Source: an optimization exercise on an open RTL-to-GDS flow (aim: small area, a short achievable clock period and few clock cycles). Production flows keep margins and buffers that such runs may drop.
Where RTL was checked, it was by simulation tests only, not by an equivalence proof against the original.
Power and IR drop assume default switching activity.

## v2
## conv_top
module conv_top
  #(
    parameter integer C_S00_AXIS_TDATA_WIDTH = 32
  )
  (
    input wire CLK,
    input wire RESETN,
    output wire S_AXIS_TREADY,
    input wire [C_S00_AXIS_TDATA_WIDTH-1 : 0] S_AXIS_TDATA,
    input wire [(C_S00_AXIS_TDATA_WIDTH/8)-1 : 0] S_AXIS_TKEEP,
    input wire S_AXIS_TUSER,
    input wire S_AXIS_TLAST,
    input wire S_AXIS_TVALID,
    input wire M_AXIS_TREADY,
    output wire M_AXIS_TUSER,
    output wire [C_S00_AXIS_TDATA_WIDTH-1 : 0] M_AXIS_TDATA,
    output wire [(C_S00_AXIS_TDATA_WIDTH/8)-1 : 0] M_AXIS_TKEEP,
    output wire M_AXIS_TLAST,
    output wire M_AXIS_TVALID,
    input wire [31:0] PADDR,
    input wire PSEL,
    input wire PENABLE,
    input wire PWRITE,
    input wire [31:0] PWDATA,
    output wire PSLVERR,
    output wire PREADY,
    output wire [31:0] PRDATA,
    output wire [13:0] MEM_ADDR,
    output wire [31:0] MEM_WDATA,
    output wire MEM_EN,
    output wire MEM_WE,
    input wire [31:0] MEM_RDATA
  );
Settings: LEC_CHECK=0, CAP_MARGIN=20, CORE_MARGIN=2, CORE_UTILIZATION=40, SETUP_SLACK_MARGIN=5, SLEW_MARGIN=20; clock period 10.0 ns.
run.sh (not shown) runs the stock make flow with config.mk's settings and CLKGATE_MAP_FILE= SYNTH_SCRIPT=/design/flow/synth_recipe.tcl, a recipe that flattens the netlist after the stock synthesis.
Testbench counts of v2, summed over its fixed seeds: cycles 10,602.
#### Input delta (v6 over v2)
--- a/flow/design.v
+++ b/flow/design.v
@@ -88,15 +88,15 @@
   localparam OP_NONE = 3'd0, OP_A = 3'd1, OP_W = 3'd2, OP_B = 3'd3,
              OP_BW = 3'd4, OP_SEND = 3'd5;
   reg  [2:0]  ph;
   reg  [10:0] ma;
   reg  [63:0] rs;           
   assign mem_addr  = {3'b000, ma};
   assign mem_wdata = rs[31:0];
-  assign m_tdata   = sw;
+  assign m_tdata   = rs[31:0];
   wire take = s_tvalid & s_tready;
   reg  [9:0]  cnt;
   reg  [31:0] sw;           
   reg  [23:0] wt;           
   reg  [7:0]  bias;         
   reg  [1:0]  nrep;         
   reg         wl_last;
@@ -235,17 +235,16 @@
              .ra(ra1), .rb(rb1), .rc(rc1));
   reg  [16:0] sa0, sa1;
   reg  [15:0] sb0, sc0, sb1, sc1;
   reg  [22:0] p0a, p0b, p1a, p1b, p2a, p2b, p3a, p3b;
   wire [22:0] bias64 = {{9{bias[7]}}, bias, 6'd0};
   wire [22:0] rin_a  = fl8 ? p1a : p3a;
   wire [22:0] rin_b  = fl8 ? p1b : p3b;
-  wire [22:0] new_a, new_b;
-  acc4 u_acc_a (.p(p0a), .ra({6'h3F, sa0}), .rb({7'd0, sb0}), .rc({7'd0, sc0}), .s(new_a));
-  acc4 u_acc_b (.p(p0b), .ra({6'h3F, sa1}), .rb({7'd0, sb1}), .rc({7'd0, sc1}), .s(new_b));
+  wire [22:0] new_a  = p0a + {6'h3F, sa0} + {7'd0, sb0} + {7'd0, sc0};
+  wire [22:0] new_b  = p0b + {6'h3F, sa1} + {7'd0, sb1} + {7'd0, sc1};
   function [7:0] sat;
     input [22:0] v;
     begin
       if (v[22])              sat = 8'd0;
       else if (|v[21:13])     sat = 8'h7F;
       else                    sat = {1'b0, v[12:6]};
     end
@@ -258,17 +257,17 @@
     sa0 <= ra0[16:0]; sb0 <= rb0[15:0]; sc0 <= rc0[15:0];
     sa1 <= ra1[16:0]; sb1 <= rb1[15:0]; sc1 <= rc1[15:0];
     ic3 <= {1'b0, ic, 1'b0} + {2'b00, ic};
     case (op2)
       OP_A:    sw <= mem_rdata;
       OP_W:    begin wt <= mem_rdata[23:0]; bias <= mem_rdata[31:24]; end
       OP_B:    sw <= mem_rdata;
-      OP_BW:   {bias, wt} <= mem_rdata;
+      OP_BW:   rs[63:32] <= mem_rdata;
       OP_SEND: begin
-        sw <= mem_rdata;
+        rs[31:0] <= mem_rdata;
         m_tlast <= last2;
       end
       default: ;
     endcase
     p0a <= d4f ? bias64 : rin_a;
     p0b <= d4f ? bias64 : rin_b;
     p1a <= p2a; p1b <= p2b;
@@ -293,33 +292,32 @@
         bst <= 2'd0;
         o <= 4'd0;
         wi3 <= 6'd0;
       end
       P_FEAT, P_BIAS: begin
         if (take) begin
           ma <= (ph == P_FEAT) ? {3'b000, cnt[7:0]} : {9'b001000000, cnt[1:0]};
-          rs[31:24] <= s_tdata[31:24];
-          rs[23:0] <= trip;         
+          rs[31:0] <= s_tdata;
           cnt <= cnt + 10'd1;
-          if (ph == P_BIAS && cnt[1:0] == 2'd0) {bias, wt} <= s_tdata;
+          if (ph == P_BIAS && cnt[1:0] == 2'd0) rs[63:32] <= s_tdata;
         end
       end
       P_WLD: begin
         if (bst == 2'd1) begin
           ma <= {9'b001000000, o[3:2]};
           bst <= 2'd2;
         end else if (bst == 2'd2) begin
           if (op2 == OP_BW) bst <= 2'd0;
         end else if (wl_wr) begin
           ma <= {1'b1, cnt};
           case (o[1:0])
-            2'd0: rs[31:24] <= wt[7:0];
-            2'd1: rs[31:24] <= wt[15:8];
-            2'd2: rs[31:24] <= wt[23:16];
-            default: rs[31:24] <= bias;
+            2'd0: rs[31:24] <= rs[39:32];
+            2'd1: rs[31:24] <= rs[47:40];
+            2'd2: rs[31:24] <= rs[55:48];
+            default: rs[31:24] <= rs[63:56];
           endcase
           rs[23:0] <= trip;
           cnt <= cnt + 10'd1;
           nrep <= nrep_nx;
           if (take) sw[31:8] <= s_tdata[31:8];
           if (take && s_tlast) wl_last <= 1'b1;
           if (wch_end) begin
@@ -386,24 +384,14 @@
           cnt <= cnt + 10'd1;
         end
       end
       default: ;
     endcase
   end
 endmodule
-module acc4 (
-  input  wire [22:0] p, ra, rb, rc,
-  output wire [22:0] s
-);
-  wire [22:0] s1 = p ^ ra ^ rb;
-  wire [22:0] c1 = {(p[21:0] & ra[21:0]) | (p[21:0] & rb[21:0]) | (ra[21:0] & rb[21:0]), 1'b0};
-  wire [22:0] s2 = s1 ^ rc ^ c1;
-  wire [22:0] c2 = {(s1[21:0] & rc[21:0]) | (s1[21:0] & c1[21:0]) | (rc[21:0] & c1[21:0]), 1'b0};
-  assign s = s2 + c2;
-endmodule
 module csa3 (
   input  wire [7:0] x0, x1, x2, w0, w1, w2,
   output wire [22:0] ra, rb, rc
 );
   wire t1, t2;
   assign {t2, t1} = (x0[0] & w0[6]) + (x0[1] & w0[5]) + (x0[2] & w0[4]);
   wire t3, t4;
Notes after the runs:
v6 ended up with a higher relative contribution of combinational cells to total power than v2 did.
[compare] base=v2 new=v6: largest net degree at the start of global routing saw a decrease; via count saw an increase; number of flops mapped to enable cells by yosys saw an increase; DRC violation total after the first TritonRoute iteration saw a decrease.
Compared with v2, in v6 met1 track demand over resource went up; sequential power went down; synthesized cell count went up.
Looking at cell with the largest stage delay on the worst path, the sky130_fd_sc_hd__a21boi_0 result is from v2; the sky130_fd_sc_hd__dfxtp_1 one comes from v6.
Only the layout flow was run in v6; the RTL was not checked for function there.

==> afterwards: timing with drivers on the ports <==
How much do the figures lean on ideal ports? The routed layouts below were timed once more, with nothing changed but the port constraints.
Step 1: set_driving_cell puts a clkbuf_16 on CLK and a buf_2 on each other input, an assumption about the parent block.
Step 2, shift: input delay + t, output delay - t, t = (earliest + latest rising clock arrival at the registers) / 2. This alone moves slack from input paths to output paths.
Three values: no drivers, after step 1, after step 2; two values: the first two.
| run | t (ns) | setup WS [ns] | worst setup path after step 2 | worst register clock-pin slew, ns |
|---|---|---|---|---|
| v2 | 0.677 | 5.601 / 5.633 / 4.955 | input to register | 0.07 / 0.07 |
| v6 | 0.682 | 5.760 / 5.760 / 5.367 | input to register | 0.06 / 0.06 |
After both steps setup and hold are still met in every run listed. For v2, which loses most, drivers alone change the setup slack by +0.032 ns; drivers and shift together by -0.646 ns.
